Background: an optimization exercise with open tools, aiming at small area. Do not read the settings as production practice.
Only simulation tests tie the RTL to the original design; equivalence was not proved.
Power figures rest on the tool's default switching activity, not on a simulated workload.

## myname
module myname(M,dotout,selout,clk,rst);
input clk;
input rst;
output wire [3:0] M;
output wire [15:0] dotout;
output reg [3:0] selout;
assign M=4'b0110;
reg [8:0] cnt;
reg [3:0] d;
wire [3:0] sel = selout;
wire [3:0] dn;
wire wrap = ~cnt[0] & ~cnt[1] & ~cnt[2] & ~cnt[4] & ~cnt[5] & ~cnt[6] & ~cnt[7];
always @(posedge clk) begin
  if(rst) begin selout<=4'd0; cnt<=9'd256; d<=4'd10; end
  else begin
    selout<=selout+4'd1;
    cnt<={cnt[7], cnt[6], cnt[5], cnt[4]^wrap, cnt[3], cnt[2], cnt[1], cnt[0]^wrap, cnt[8]^cnt[4]};
    if(wrap) d<=dn;
  end
end
wire n29, n30, n31, n32, n33, n34, n35, n36, n37, n38, n39, n40, n41, n42, n43, n44, n45, n46, n47, n48, n49, n50, n51, n52, n53, n54, n55, n56, n57, n58, n59, n60, n61, n62, n63, n64, n65, n66, n67, n69, n70, n71, n72, n73, n74, n75, n76, n77, n78, n79, n80, n81, n82, n83, n84, n85, n86, n87, n88, n89, n90, n91, n92, n93, n94, n95, n96, n97, n98, n99, n100, n101, n102, n103, n104, n105, n106, n107, n108, n109, n110, n111, n112, n113, n114, n116, n117, n118, n119, n120, n121, n122, n123, n124, n125, n126, n127, n128, n129, n130, n131, n132, n133, n134, n135, n136, n137, n138, n139, n140, n141, n142, n143, n144, n145, n146, n147, n148, n149, n151, n152, n153, n154, n155, n156, n157, n158, n159, n160, n161, n162, n164, n165, n166, n167, n168, n169, n170, n171, n172, n174, n175, n176, n178, n179, n180, n181, n183, n184, n185, n186, n189, n190, n191, n193, n194, n195, n196, n197, n199, n200, n201, n202, n204, n205, n208, n210, n212, n215;
assign n29 = ~sel[0];
assign n30 = ~sel[1];
assign n31 = ~sel[2];
assign n32 = ~sel[3];
assign n33 = ~d[0];
assign n34 = ~d[1];
assign n35 = ~d[2];
assign n36 = ~d[3];
assign n37 = ~n30 & ~sel[2];
assign n38 = ~n37;
assign n39 = ~sel[0] & ~n32;
assign n40 = ~n38 & ~n39;
assign n41 = ~n30 & ~sel[3];
assign n42 = ~sel[0] & ~sel[1];
assign n43 = ~n42;
assign n44 = ~n32 & ~n43;
assign n45 = n44 | (sel[0] & n41);
assign n46 = ~sel[2] & ~n32;
assign n47 = ~n31 & ~sel[3];
assign n48 = ~n47;
assign n49 = ~n48 | (~sel[2] & ~n32);
assign n50 = ~n45 | ~n49;
assign n51 = ~n30 & ~n32;
assign n52 = ~sel[1] & ~n31;
assign n53 = ~n41 & ~n52;
assign n54 = ~n53;
assign n55 = ~n46 & ~n54;
assign n56 = ~n33 & ~d[2];
assign n57 = ~n56;
assign n58 = ~n55 & ~n57;
assign n59 = ~n40 & (~n50 | ~n58);
assign n60 = ~d[0] & ~d[1];
assign n61 = ~n60;
  ...
Size in the first run: about 26 I/O pins.
Settings: LEC_CHECK=0, ABC_AREA=1, CAP_MARGIN=20, CORE_MARGIN=2, CORE_UTILIZATION=30, GPL_TIMING_DRIVEN=0, SLEW_MARGIN=20; clock period 5.0 ns.
standard.sh (not shown) runs the stock make flow with config.mk's settings and CLKGATE_MAP_FILE= SYNTH_SCRIPT=/design/flow/synth_recipe.tcl, a recipe that flattens the netlist after the stock synthesis.
==> flow/flow/run.sh <==
#!/bin/bash
# Own layout flow: the standard synthesis, then its combinational logic re-mapped
# with flow/abc.script (registers, their names and cell types unchanged), then
# the standard ORFS flow with single-size port buffers.
set -euo pipefail
HERE=$(pwd)
FLOWDIR=$HERE/flow
RES=$HERE/orfs/results/sky130hd/myname/base
LIB=$FLOW_HOME/platforms/sky130hd/lib/sky130_fd_sc_hd__tt_025C_1v80.lib
EXTRA=()
[[ -f $FLOWDIR/make_args.txt ]] && mapfile -t EXTRA < <(grep -v '^#' $FLOWDIR/make_args.txt | grep .)
bash standard.sh synth > standard_synth.log 2>&1
if [[ -f $FLOWDIR/abc.script ]]; then
  cp $RES/1_2_yosys.v $HERE/std_1_2_yosys.v
  cat > remap.ys <<EOT
read_liberty -overwrite -ignore_miss_func -setattr liberty_cell $LIB
blackbox sky130_fd_sc_hd__dfxtp_1 sky130_fd_sc_hd__dfxtp_2 sky130_fd_sc_hd__dfxtp_4
read_verilog $HERE/std_1_2_yosys.v
hierarchy -top myname
flatten
rename -hide w:*.*
opt_clean -purge
delete A:liberty_cell
read_liberty -lib $LIB
abc -script $FLOWDIR/abc.script -liberty $LIB
opt_clean -purge
hilomap -singleton -hicell sky130_fd_sc_hd__conb_1 HI -locell sky130_fd_sc_hd__conb_1 LO
stat -liberty $LIB
check -assert
write_verilog -noattr -nohex -nodec $RES/1_2_yosys.v
EOT
  yosys -l remap.log remap.ys > /dev/null 2>&1
  rm -f $RES/1_synth.odb $RES/1_synth.sdc
fi
bash standard.sh "${EXTRA[@]}" finish > standard_finish.log 2>&1
==> flow/flow/abc.script <==
strash; dch; map -B 0.9
==> flow/flow/make_args.txt <==
BUFFER_PORTS_ARGS=-buffer_cell sky130_fd_sc_hd__buf_1
==> next run, changes <==
==> flow/flow/abc.script (replaced) <==
strash; dch; amap
--- a/flow/config.mk
+++ b/flow/config.mk
@@ -10,4 +10,3 @@
 export CORE_MARGIN = 2
 export CORE_UTILIZATION = 30
-export GPL_TIMING_DRIVEN = 0
 export SLEW_MARGIN = 20
This time the run ran to the end with violations: negative setup slack.
Sequential power fell by about 13%.
Routed wire length rose by about 26%.
Setup slack is worse by 2300 ps.
Synthesized cell count fell by about 17%.
==> next run, changes <==
--- a/flow/flow/run.sh
+++ b/flow/flow/run.sh
@@ -21,6 +21,4 @@
 rename -hide w:*.*
 opt_clean -purge
-delete A:liberty_cell
-read_liberty -lib $LIB
 abc -script $FLOWDIR/abc.script -liberty $LIB
 opt_clean -purge
--- a/flow/config.mk
+++ b/flow/config.mk
@@ -9,4 +9,4 @@
 export CAP_MARGIN = 20
 export CORE_MARGIN = 2
-export CORE_UTILIZATION = 30
+export CORE_UTILIZATION = 40
 export SLEW_MARGIN = 20
removed: flow/flow/abc.script
What happened: Now the flow finished with timing, DRC and antenna clean; total power shrinks by 18%; utilization falls by 17 points; synthesized area rose by 32%; clock power stays flat; hold slack got worse by 44 ps; routed wire length shrinks by 19%; cell count goes down by 15%; via count went down by 12%.
==> next run, changes <==
--- a/flow/flow/run.sh
+++ b/flow/flow/run.sh
@@ -21,4 +21,6 @@
 rename -hide w:*.*
 opt_clean -purge
+delete A:liberty_cell
+read_liberty -lib $LIB
 abc -script $FLOWDIR/abc.script -liberty $LIB
 opt_clean -purge
==> flow/flow/abc.script (new file) <==
strash; dch; amap
Outcome:
- With this change the flow never finished: it broke off in global routing (5_1_grt)
- synthesized area went down by 24%
- synthesized cell count goes down by 21%

-- afterwards: timing with drivers on the ports --
Ports are ideal in the flow. The routed layouts listed here were re-timed in OpenROAD. Step 1, drivers: a clkbuf_16 drives clk and a buf_2 each remaining input, both assumed. Step 2 also shifts input and output timing later by t, the mid clock arrival at the registers, as if the neighbouring blocks saw the same clock. Slacks: ideal / step 1 / step 2; pairs: ideal / step 1.
| run | t, ns | setup WS [ns] | hold WS [ns] | latest minus earliest clock arrival (ns) | slew at the worst register clock pin (ns) |
|---|---|---|---|---|---|
| the first run | 0.269 | 0.235 / 0.214 / 0.482 | 0.396 / 0.396 / 0.396 | 0.003 / 0.003 | 0.06 / 0.06 |
| the second run | 0.270 | -2.018 / -2.040 / -1.770 | 0.445 / 0.445 / 0.445 | 0.008 / 0.008 | 0.07 / 0.07 |
| the third run | 0.266 | 0.304 / 0.281 / 0.547 | 0.401 / 0.401 / 0.401 | 0.006 / 0.007 | 0.07 / 0.07 |
